What follows belongs to an exercise in optimizing a design on an open flow for small area; a production flow would make more cautious choices. The RTL was checked by simulation tests, not by an equivalence proof against the original design. Power figures rest on the tool's default switching activity, not on a simulated workload.

## design.v

```verilog
module Single_port_Async_RAM #( parameter MEM_DEPTH=256,parameter ADDR_SIZE=8)
(input clk,rst_n,
 input  [ADDR_SIZE+1:0] din,  
 input rx_valid,
 output logic  [ADDR_SIZE-1:0] dout,
 output logic tx_valid
);
logic [ADDR_SIZE-1:0] RAM [0:MEM_DEPTH-1]; 
logic [1:0] Operation_Type;
assign Operation_Type = din[ADDR_SIZE+1:ADDR_SIZE];
logic [ADDR_SIZE-1:0]Write_Address,Read_Address;
logic [$clog2(ADDR_SIZE + 2):0] counter;
always @(posedge clk, negedge rst_n) 
begin
    if(rst_n == 0)
    begin
        dout <= 0;
        Read_Address <= 0;
        Write_Address <= 0;  
        tx_valid <= 0;
        counter <= 0;
    end
    else 
    begin
        if(tx_valid && counter < 8) begin
            counter <= counter + 1;
        end
        else if(tx_valid && counter >= 8) begin
            tx_valid <= 0;
            counter <= 0;
        end
        if(rx_valid) 
        begin
            case(Operation_Type)
                2'b00:
                begin
                    Write_Address <= din[ADDR_SIZE-1:0];  
                    dout <= 0;
                    tx_valid <= 0;
                    counter <= 0;
                end
                2'b01:
                begin
                    RAM[Write_Address] <= din[ADDR_SIZE-1:0];  
                    dout <= 0;
                    tx_valid <= 0;
                    counter <= 0;
                end
                2'b10:
                begin
                    Read_Address <= din[ADDR_SIZE-1:0];  
                    dout <= 0;
                    tx_valid <= 0;
                    counter <= 0;
                end
                2'b11: 
                begin
                    dout <= RAM[Read_Address];  
                    tx_valid <= 1;
                    counter <= 0;
                end
                default:
                begin
                    dout <= 0;
                    tx_valid <= 0;
                    counter <= 0;
                end  
            endcase
        end
    end
end
endmodule
module SPI_Slave_Interface #(parameter ADDR_SIZE =8)
  ( input MOSI,
    input SS_N,
    input tx_valid,
    input [ADDR_SIZE-1:0]tx_data,
    input clk,rst_n,
    output logic MISO,
    output logic rx_valid,
    output logic [ADDR_SIZE+1:0] rx_data
);
    logic [ADDR_SIZE+1:0] shift_reg ;
    logic [ADDR_SIZE-1:0] shift_reg_MISO;
    logic Has_Read_Address;
    logic [$clog2(ADDR_SIZE + 2):0] counter;
    assign rx_data = shift_reg;
    logic tx_valid_d;
     typedef enum  logic[2:0]
    { IDLE,
      CHK_CMD,
      WRITE,
      READ_DATA1,
      READ_DATA2,
      READ_ADD
    } state_t;
    state_t current_state,next_state;
  always_ff @(posedge clk , negedge rst_n) 
  begin
        if (!rst_n)
            current_state <= IDLE;
        else
            current_state <= next_state;           
    end
 always_ff @(posedge clk, negedge rst_n)
begin
    if (!rst_n)
    begin
        shift_reg <= 0;
        counter <= 0;
        shift_reg_MISO <= 0;
        tx_valid_d <= 0;
        Has_Read_Address <= 0;
    end
    else 
    begin
        tx_valid_d <= tx_valid;
        if(!SS_N && current_state !== IDLE)
        begin
            counter <= counter + 1;
            shift_reg <= {shift_reg[ADDR_SIZE:0], MOSI};  
            shift_reg_MISO <= {shift_reg_MISO[ADDR_SIZE-2:0], 1'b0};
        end  
        else
        begin
            counter <= 0;
        end
        if(~tx_valid_d && tx_valid)
            shift_reg_MISO <= tx_data;
        if(current_state == READ_ADD && next_state==IDLE)begin
            Has_Read_Address <= 1;
        end
        else begin
            Has_Read_Address<=Has_Read_Address;
        end
    end
end
always_comb
begin
    next_state = IDLE;
    rx_valid = 0;
    MISO = 0;
    case (current_state)
        IDLE:
        begin
            if (!SS_N)  
            begin
                next_state = CHK_CMD;
            end
            else
            begin
                next_state = IDLE;
            end
        end
        CHK_CMD:
        begin
            if (!MOSI)
            begin
                next_state = WRITE;
            end
            else
            begin
                if(Has_Read_Address)
                    next_state = READ_DATA1;
                else
                    next_state = READ_ADD;
            end
        end
        WRITE:
        begin
            if(counter == 10)
            begin
                next_state = IDLE;
                rx_valid = 1;
            end
            else
            begin
                next_state = WRITE;
            end
        end
        READ_ADD:
        begin
            if(counter == 10)
            begin
                rx_valid = 1;
                next_state = IDLE;
            end
            else
            begin
                next_state = READ_ADD;
            end
        end
        READ_DATA1:
        begin
            if(counter == 10)
            begin
                rx_valid = 1;
                next_state = READ_DATA2;
            end
            else
            begin
                next_state = READ_DATA1;
            end
        end
        READ_DATA2:
        begin
            if(tx_valid)
            begin
                next_state = READ_DATA2;
                MISO = shift_reg_MISO[ADDR_SIZE-1];
            end
            else
            begin
                next_state = IDLE;
            end
        end
        default:
        begin
            next_state = IDLE;
        end
    endcase
end
endmodule
module SPI_Wrapper #(parameter MEM_DEPTH=256,parameter ADDR_SIZE=8)
(   input clk,rst_n,
    input MOSI,
    output MISO,
    input SS_N
);
    logic [ADDR_SIZE-1:0] din;         
    logic [ADDR_SIZE-1:0] dout;        
    logic [ADDR_SIZE+1:0] rx_data;  
    logic rx_valid;     
    logic tx_valid;     
Single_port_Async_RAM #(
    .MEM_DEPTH (MEM_DEPTH ),
    .ADDR_SIZE (ADDR_SIZE )
)u_Single_port_Async_RAM(
    .clk      (clk      ),
    .rst_n    (rst_n    ),
    .din      (rx_data  ),
    .rx_valid (rx_valid ),
    .dout     (dout     ),
    .tx_valid (tx_valid )
);
SPI_Slave_Interface #(.ADDR_SIZE(ADDR_SIZE)
) u_SPI_Slave_Interface(
    .MOSI     (MOSI     ),
    .SS_N     (SS_N     ),
    .tx_valid (tx_valid ),
    .tx_data  (dout ),
    .clk      (clk      ),
    .rst_n    (rst_n    ),
    .MISO     (MISO     ),
    .rx_valid (rx_valid ),
    .rx_data  (rx_data  )
);
endmodule
```

## run.sh

```bash
#!/bin/bash
# synth_recipe.tcl (not shown) runs the flow's synth.tcl, then flattens the netlist and writes it again
# the make line also repeats each setting of config.mk as NAME=value (left out here)
make -C /OpenROAD-flow-scripts/flow DESIGN_CONFIG=/design/flow/config.mk WORK_HOME=/design/flow/orfs CLKGATE_MAP_FILE= SYNTH_SCRIPT=/design/flow/synth_recipe.tcl finish
```

## config.mk

```make
export PLATFORM = sky130hd
export DESIGN_NAME = SPI_Wrapper
export DESIGN_NICKNAME = SPI_Wrapper
export VERILOG_FILES = /design/flow/design.v
export SDC_FILE = /design/flow/constraint.sdc
export NUM_CORES = 4
export LEC_CHECK = 0
export CAP_MARGIN = 30
export CORE_MARGIN = 2
export CORE_UTILIZATION = 25
export SLEW_MARGIN = 40
```

## constraint.sdc

```tcl
create_clock -name core_clock -period 10.0 [get_ports {clk}]
set_input_delay 2.0000 -clock core_clock [delete_from_list [all_inputs] [get_ports {clk}]]
set_output_delay 2.0000 -clock core_clock [all_outputs]
set_load 0.01 [all_outputs]
```

==> impl_metrics.env <==
export IMPL_stdcell_area_sq_um=96700
export IMPL_ys_warn_count=3
export IMPL_synth_edff_count=2048
export IMPL_netlist_area_sq_um=80400
export IMPL_cp_start_kind="flip-flop"
export IMPL_die_y_microns=571
export IMPL_numCtsBuffers=228
export IMPL_wire_per_inst_microns=52.1
export IMPL_fin_crit_ps=6290
export IMPL_synth_seq_cells=2106
export IMPL_whs_ps=497
export IMPL_path_common_cell="buf_4"
export IMPL_slew_headroom_pct=28.7
export IMPL_crit_arrival_ps=7170
export IMPL_use_met1_pct=34.8
export IMPL_max_stage_delay_ps=940
export IMPL_rows=208
export IMPL_die_area_sq_um=326000
export IMPL_fin_worst_skew_ps=62.3
export IMPL_finalCritPeriodShare_pct=62.9
export IMPL_gr_max_usage_layer="met2"
export IMPL_drc=0
export IMPL_cts_root_buffer="clkbuf_16"
export IMPL_antenna_found_initial=73
export IMPL_post_cts_resized=0
export IMPL_r2r_cells=13
export IMPL_p_int_mw=15.8
export IMPL_cts_sinks=2106
export IMPL_crit_slowest_cell="or4_1"
export IMPL_drt_total_wl_mm=501
export IMPL_grt_max_degree=130
export IMPL_die_w_microns=571
export IMPL_share_comb_of_total_power_pct=7.4
export IMPL_yosysMostFrequentCell="edfxtp_1"
export IMPL_io_pins=5
export IMPL_vdd_drop_max_mv=0.209
export IMPL_synth_top_area_cell="edfxtp_1"
export IMPL_synth_nets=4912
export IMPL_dp_cells=9148
export IMPL_outcome="finished clean"
export IMPL_timing_final_max_slew_violations=0
export IMPL_fillers=31644
export IMPL_seq_power_share_pct=51.1
export IMPL_maxCapViolations=0
export IMPL_finalNonFillerCells=9629
export IMPL_postCtsHoldBufs=0
export IMPL_p_sw_share_pct=25.8
export IMPL_placed_area_sq_um=88300
export IMPL_cts_buffer_depth=3
export IMPL_p_clk_share_pct=41.5
export IMPL_clk_latency_ps=940
export IMPL_vias=61058
export IMPL_crit_path_cell_trace="buf_4 -> buf_4 -> or4_1 -> buf_4 -> nor2_1 -> a2111oi_1 -> nand4_1 -> nor4_1 -> buf_4 -> nand4_1 -> or4_1 -> nor2_1 -> a211o_1"
export IMPL_tns_ps=0
export IMPL_cts_tree="built"
export IMPL_critical_path_required_ps=10880
export IMPL_endpoint_kind="flip-flop"
export IMPL_clkTransAtPathRegs_ps=60
export IMPL_synthTopCellsByArea="edfxtp_1 (76%), a22oi_1 (5.5%), nor2_1 (2.0%)"
export IMPL_dp_hpwl_mm=349
export IMPL_finalHoldViolations=0
export IMPL_grt_pass1_wl_mm=623
export IMPL_drive_gt1_share_pct=20.0
export IMPL_start_util_pct=25.1
export IMPL_crit_fanout=31
export IMPL_grt_pass1_vias=53933
export IMPL_synth_async_reset_ratio_pct=2.75
export IMPL_rsz0062_at_grt="no"
export IMPL_hold_depth=1
export IMPL_grtUsageMet2_pct=39.6
export IMPL_drtIter0Drc=14156
export IMPL_track_usage_pct=29.9
export IMPL_netlist_instances=4904
export IMPL_grt_overflow=0
export IMPL_syn_mean_instance_area_sq_um=16.4
export IMPL_ys_seq_area_share_pct=78.3
export IMPL_drtPass1Iterations=9
export IMPL_crit_type="reg -> reg"
export IMPL_io_buffers=4
export IMPL_grt_util_met3_pct=16.6
export IMPL_worst_slew_pin_slew_ps=1070
export IMPL_synth_top_area_share_pct=76.5
export IMPL_cellLeakagePower_nw=28.6
export IMPL_htreeDepth=4
export IMPL_area_growth_pct=20.1
export IMPL_synthFlopType="edfxtp_1"
export IMPL_postRouteAntennaNets=0
export IMPL_largest_reg_flops=2048
export IMPL_fin_nets=5094
export IMPL_max_clock_freq_ghz=0.159
export IMPL_synthDistinctLibCells=76
export IMPL_postCtsSetupBuffers=0
export IMPL_synth_common_cells="edfxtp_1 (2,048), a22oi_1 (592), nor2_1 (432)"
export IMPL_routed_via_density=6.34
export IMPL_final_setup_viol_count=0
export IMPL_p_sw_mw=5.51
export IMPL_power_density_nw_per_um2=221
export IMPL_core_area_sq_um=321000
export IMPL_gp_congestion=1.15
export IMPL_hold_path_class="reg -> reg"
## worst paths after layout
check,from,to,slack [ps]
max,u_Single_port_Async_RAM.Read_Address[6],u_Single_port_Async_RAM.dout[7],3710
min,u_SPI_Slave_Interface.counter[0],u_SPI_Slave_Interface.counter[0],500
max reg2reg,u_Single_port_Async_RAM.Read_Address[6],u_Single_port_Async_RAM.dout[7],3710
min reg2reg,u_SPI_Slave_Interface.counter[0],u_SPI_Slave_Interface.counter[0],500
max in group asynchronous,rst_n,u_SPI_Slave_Interface.shift_reg[7],8250
min in group asynchronous,rst_n,u_SPI_Slave_Interface.current_state[2],1220
## routing by layer
layer / up-vias / part of all wire (%)
met2: 6809 / 39
met5: - / 0.13
li1: 20845 / -
met3: 1694 / 16
met4: 38 / 11
met1: 31672 / 34
## cell families after synthesis
family	Yosys count	share of synthesized area (%)
mux	26	0.345
flops	2106	78.3
fa+ha+maj	4	0.0622
buf+inv	375	2.06
xor+xnor	6	0.0653
simple gates	987	6.08
compound gates	1400	13.1
## power groups by stage
stage	registers, mW	clock network (mW)	logic (mW)
6_report	10.9	8.86	1.57
3_3_place_gp	11.1	0	1.37
2_1_floorplan	11.5	0	0.0784
3_5_place_dp	11.1	0	1.45
4_1_cts	10.9	8.81	1.45
5_1_grt	10.9	9.17	1.54
## layout make-up
type / instances / area [sq um] / share of cell area (%)
multi-input cells: 2423 / 17600 / 18.3
well taps: 4305 / 5390 / 5.57
repair buffers: 306 / 2730 / 2.82
clock buffers: 269 / 5900 / 6.11
inverters: 21 / 78.8 / 0.0816
clock inverters: 153 / 1810 / 1.87
flip-flops and latches: 2106 / 63000 / 65.2
diodes: 46 / 115 / 0.119
## per-stage QoR
step	util, %	setup WS, ps	power, mW
floorplan	-	5970	11.6
detailed placement	27.6	4240	12.5
global route	30.1	4060	21.6
CTS	30.0	4200	21.2
global placement	27.1	3540	12.5
finish	30.1	3710	21.3
## placed cells by master (no fill, tap or decap), types with 22 or more instances in the layout
cell / n
o21ai_0: 54
buf_4: 252
edfxtp_1: 2048
a21oi_1: 68
a221oi_1: 52
nor4_1: 45
nor2_4: 31
nand2_1: 147
a22oi_1: 586
a22o_1: 95
nor2_1: 193
clkinv_2: 37
diode_2: 46
a222oi_1: 93
o22ai_1: 203
clkbuf_1: 39
nand4_1: 69
nor2_2: 208
nor3_1: 36
nand3_1: 62
clkbuf_16: 230
clkinv_1: 46
buf_12: 22
a32oi_1: 97
dfrtp_1: 42
bufinv_16: 30
## worst max-delay path: cells and delay by family (launching register included)
| family | cells | cell delay (ps) |
|---|---|---|
| AOI/OAI and AO/OA | 2 | 870 |
| DFF | 1 | 770 |
| buffers and inverters | 4 | 1540 |
| and+or+nand+nor | 7 | 2960 |

[re-timing with driven ports]
No port has a modelled driver above. Below, the same layout with a new extraction and two added sets of constraints.
Step 1 assumes that a clkbuf_16 drives the clock port and a buf_2 every other input.
Step 2 moves the port delays by t, midway between the first and last clock arrival at a register: inputs arrive t later, outputs are due t later. That takes back most of the time a late clock gives input paths.
Slacks: ideal ports / drivers / drivers and shift; pairs: ideal ports / drivers.
t (ns): 1.022
setup slack, ns: 3.706 / 3.706 / 3.706
worst setup path after step 2: register to register
clock arrival spread, ns: 0.098 / 0.098
pins driven straight from the clock port: 1
After both steps setup and hold are still met in this run. The setup slack of this run moves by 0.000 ns with the drivers and by 0.000 ns with both steps.
